From an optimization exercise on the open Yosys and OpenROAD flow, aimed at small area, a short achievable clock period and few clock cycles per item; shortcuts taken in it are not production practice.
Only simulation tests tie the RTL to the original design; equivalence was not proved.

// si570_math
module si570_math
(
    input             clk, resetn,
    input      [47:0] old_si570_regs,
    output     [47:0] new_si570_regs,
    output     [31:0] fxtal,
    input             start,
    output            idle
);
==> module si570_math, before the edit <==
module si570_math
(
    input             clk, resetn,
    input      [47:0] old_si570_regs,
    output     [47:0] new_si570_regs,
    output     [31:0] fxtal,
    input             start,
    output            idle
);
localparam NI  = 6;
localparam NC1 = (NI + 32) / 2;            
localparam NCS = 32 / 2;                   
localparam NC2 = 42 / 3;                   
wire[ 2:0] in_hs  = old_si570_regs[47:45];
wire[ 6:0] in_n1  = old_si570_regs[44:38];
wire[37:0] in_rf  = old_si570_regs[37:0];
reg        busy;
reg        prep1;        
reg        prep2;        
reg        sk;           
reg [4:0]  cnt;          
reg [3:0]  cnt2;         
reg [37:0] rfn;          
reg [39:0] r3n;          
reg        int_ph;       
reg [10:0] k;            
reg [12:0] k3n;          
reg [37:0] p1;           
reg [31:0] fq;           
reg [10:0] p2;           
reg [41:0] qd;           
assign fxtal          = fq;
assign new_si570_regs = {3'd0, 7'd3, qd[37:0]};
assign idle           = ~busy & ~start;
wire [7:0]  in_n  = {1'b0, in_n1} + 8'd1;
wire [10:0] in_k  = {1'b0, in_n, 2'b0} + (in_hs[0] ? {3'd0, in_n} : 11'd0)
                  + (in_hs[1] ? {2'd0, in_n, 1'b0} : 11'd0) + (in_hs[2] ? {1'b0, in_n, 2'b0} : 11'd0);
wire [33:0] mt0 = {k, 23'd0};
wire [33:0] mt1 = {3'd0, k, 20'd0};
wire [33:0] mt2 = {5'd0, k, 18'd0};
wire [33:0] mt3 = {7'd0, k, 16'd0};
wire [33:0] mt4 = {14'd0, k, 9'd0};
wire [33:0] mt5 = {15'd0, k, 8'd0};
wire [33:0] mt6 = ~{20'd0, k, 3'd0};      
wire [33:0] mt7 = {23'd0, k};
wire [33:0] ms1, mc1, ms2, mc2, ms3, mc3, ms4, mc4, ms5, mc5, ms, mc;
csa #(34) i_m1 (mt0, mt1, mt2, ms1, mc1);
csa #(34) i_m2 (mt3, mt4, mt5, ms2, mc2);
csa #(34) i_m3 (ms1, mc1, ms2, ms3, mc3);
csa #(34) i_m4 (mc2, mt6, mt7, ms4, mc4);
csa #(34) i_m5 (ms3, mc3, ms4, ms5, mc5);
csa #(34) i_m6 (ms5, mc5, mc4, ms, mc);
wire [12:0] k3 = {1'b0, k, 1'b0} + {2'd0, k};
wire [43:0] es, ec, e;
csa #(44) i_e1 ({1'b0, ~rfn, 5'd0}, {6'd0, ~rfn}, {34'd0, k[10:1]}, es, ec);
add_sk #(44) i_e (.a(es), .b(ec), .ci(1'b0), .s(e), .co());
wire [37:0] r1;
wire [1:0]  q1;
wire [39:0] sum1;        
wire [39:0] sum2;        
div4_step #(.WIDTH(38)) u_div1 (
    .rem_in (p1),
    .bits_in(fq[31:30] & {2{int_ph}}),
    .divn   (rfn),
    .div3n  (r3n),
    .rem_out(r1),
    .q      (q1),
    .sum1   (sum1),
    .sum2   (sum2)
);
wire [33:0] m = sum1[33:0];
wire skip = (in_rf[37:34] != 0)
          | ((in_rf[37:33] != 0) && (k <= 11'd879))
          | ((in_rf[37:31] != 0) && (k <= 11'd219))
          | ((in_rf[37:29] != 0) && (k <= 11'd54));
wire [10:0] r2a, r2;
wire [1:0]  q2a;
wire        q2b;
wire [2:0]  q2 = {q2a, q2b};
div4_step #(.WIDTH(11)) u_div2a (
    .rem_in (p2),
    .bits_in(qd[41:40]),
    .divn   (~k),
    .div3n  (k3n),
    .rem_out(r2a),
    .q      (q2a),
    .sum1   (),
    .sum2   ()
);
uint_div #(.WIDTH(11)) u_div2b (
    .rem_in (r2a),
    .bit_in (qd[39]),
    .divn   (~k),
    .rem_out(r2),
    .q      (q2b),
    .sum    ()
);
wire rf_phase = (cnt2 != 4'hF);
always @(posedge clk) begin
    if (resetn == 0) begin
        busy  <= 1'b0;
        prep1 <= 1'b0;
        prep2 <= 1'b0;
    end else if (!busy) begin
        if (start) begin
            busy  <= 1'b1;
            prep1 <= 1'b1;
        end
    end else if (prep1) begin
        prep1 <= 1'b0;
        prep2 <= 1'b1;
    end else if (prep2) begin
        prep2 <= 1'b0;
    end else if (cnt == 0) begin
        busy  <= 1'b0;
    end
end
always @(posedge clk) begin
    k3n <= ~k3;
    if (!busy) begin
        k      <= in_k;
        p1     <= {2'b11, ~in_rf[37:2]};
        int_ph <= 1'b1;
    end else if (prep1 | prep2) begin
        int_ph <= 1'b1;
    end else begin
        int_ph <= (cnt > NC1 - NI / 2);
    end
    if (prep1) r3n <= sum2;
    if (prep1) begin
        p1  <= {6'd0, ms[33:2]};
        rfn <= {4'd0, mc};
        cnt <= NC1 - 1;
    end else begin
        rfn <= ~in_rf;
        if (prep2) begin
            p1  <= skip ? {4'd0, m} : m[33:NI];
            cnt <= skip ? NCS - 1 : NC1 - 1;
        end else begin
            if (busy) p1 <= r1;
            cnt <= cnt - 1;
        end
    end
    if (prep1) begin
        p2   <= {9'd0, e[43:42]};
        cnt2 <= NC2 - 1;
    end else begin
        p2   <= r2;
        if (rf_phase) cnt2 <= cnt2 - 1;
    end
end
always @(posedge clk) begin
    if (!busy) begin
        if (start) fq[31:30] <= ~in_rf[1:0];
    end else if (prep1) begin
        fq[31:30] <= ms[1:0];
        qd        <= e[41:0];
    end else if (prep2) begin
        fq[31:26] <= skip ? 6'd0 : m[NI-1:0];
        if (rf_phase) qd <= {qd[38:0], q2};
    end else if (busy) begin
        fq <= {fq[29:0], q1};
        if (rf_phase) qd <= {qd[38:0], q2};
    end
end
endmodule
clock: 6.5 ns
lec_check: 0
abc_area: 1
abc_clock_period_in_ps: 4000
cap_margin: 20
core_margin: 2
core_utilization: 55
setup_slack_margin: 2.5
slew_margin: 20
run.sh (not shown) runs the stock make flow with config.mk's settings and CLKGATE_MAP_FILE= SYNTH_SCRIPT=/design/flow/synth_recipe.tcl, a recipe that flattens the netlist after the stock synthesis.
The first run completed with no timing, DRC or antenna violations.
Testbench counts at the start, summed over its fixed seeds: cycles 7,572, items 384.
Next try:
--- a/flow/design.v
+++ b/flow/design.v
@@ -169,17 +169,17 @@
 wire[37:0] in_rf  = old_si570_regs[37:0];
 reg        busy;
 reg        prep1;        
 reg        prep2;        
 reg        sk;           
 reg [4:0]  cnt;          
-reg [3:0]  cnt2;         
 reg [37:0] rfn;          
 reg [39:0] r3n;          
 reg        int_ph;       
-reg [10:0] k;            
+reg [10:0] kn;           
+wire [10:0] k = ~kn;
 reg [12:0] k3n;          
 reg [37:0] p1;           
 reg [31:0] fq;           
 reg [10:0] p2;           
 reg [41:0] qd;           
 assign fxtal          = fq;
@@ -230,28 +230,28 @@
 wire [1:0]  q2a;
 wire        q2b;
 wire [2:0]  q2 = {q2a, q2b};
 div4_step #(.WIDTH(11)) u_div2a (
     .rem_in (p2),
     .bits_in(qd[41:40]),
-    .divn   (~k),
+    .divn   (kn),
     .div3n  (k3n),
     .rem_out(r2a),
     .q      (q2a),
     .sum1   (),
     .sum2   ()
 );
 uint_div #(.WIDTH(11)) u_div2b (
     .rem_in (r2a),
     .bit_in (qd[39]),
-    .divn   (~k),
+    .divn   (kn),
     .rem_out(r2),
     .q      (q2b),
     .sum    ()
 );
-wire rf_phase = (cnt2 != 4'hF);
+wire rf_phase = prep2 | (sk ? (cnt >= NCS - NC2 + 1) : (cnt >= NC1 - NC2 + 1));
 always @(posedge clk) begin
     if (resetn == 0) begin
         busy  <= 1'b0;
         prep1 <= 1'b0;
         prep2 <= 1'b0;
     end else if (!busy) begin
@@ -268,13 +268,13 @@
         busy  <= 1'b0;
     end
 end
 always @(posedge clk) begin
     k3n <= ~k3;
     if (!busy) begin
-        k      <= in_k;
+        kn     <= ~in_k;
         p1     <= {2'b11, ~in_rf[37:2]};
         int_ph <= 1'b1;
     end else if (prep1 | prep2) begin
         int_ph <= 1'b1;
     end else begin
         int_ph <= (cnt > NC1 - NI / 2);
@@ -286,24 +286,19 @@
         cnt <= NC1 - 1;
     end else begin
         rfn <= ~in_rf;
         if (prep2) begin
             p1  <= skip ? {4'd0, m} : m[33:NI];
             cnt <= skip ? NCS - 1 : NC1 - 1;
+            sk  <= skip;
         end else begin
             if (busy) p1 <= r1;
             cnt <= cnt - 1;
         end
     end
-    if (prep1) begin
-        p2   <= {9'd0, e[43:42]};
-        cnt2 <= NC2 - 1;
-    end else begin
-        p2   <= r2;
-        if (rf_phase) cnt2 <= cnt2 - 1;
-    end
+    p2 <= prep1 ? {9'd0, e[43:42]} : r2;
 end
 always @(posedge clk) begin
     if (!busy) begin
         if (start) fq[31:30] <= ~in_rf[1:0];
     end else if (prep1) begin
         fq[31:30] <= ms[1:0];
After rerunning: The changed run produced a clean layout. Wire length is higher by 1.8%. Setup slack gets worse by 0.16 ns. Hold slack improves by 0.022 ns. Global-route usage rises by 0.55 points. Synthesized area came out higher by 1.7%. Cell area rises by 2.5%. Core utilization grows by 1.0 points. Die area goes up by 1.6%. Critical path depth stays the same. Non-clock buffer count rises by 11.
Testbench counts after the change, summed over its fixed seeds: cycles 7,572, items 384.

what the ideal ports hide:
How much do the figures lean on ideal ports? The routed layouts below were timed once more, with nothing changed but the port constraints. Step 1: set_driving_cell puts a clkbuf_16 on clk and a buf_2 on each other input, an assumption about the parent block. Step 2 moves the port delays by t, midway between the first and last clock arrival at a register: inputs arrive t later, outputs are due t later. That takes back most of the time a late clock gives input paths. a / b / c = ideal / step 1 / step 2; a / b = the first two.
run | t, ns | setup WS [ns] | hold slack, ns | worst setup path at the end | clock arrival spread, ns
the first run | 0.630 | 2.582 / 2.582 / 2.039 | 0.428 / 0.428 / 0.428 | input to register | 0.030 / 0.030
the second run | 0.647 | 2.427 / 2.427 / 2.020 | 0.449 / 0.449 / 0.449 | input to register | 0.023 / 0.023
After both steps setup and hold are still met in every run listed. The setup slack of the first run, which loses most, moves by 0.000 ns with the drivers and by -0.543 ns with both steps.
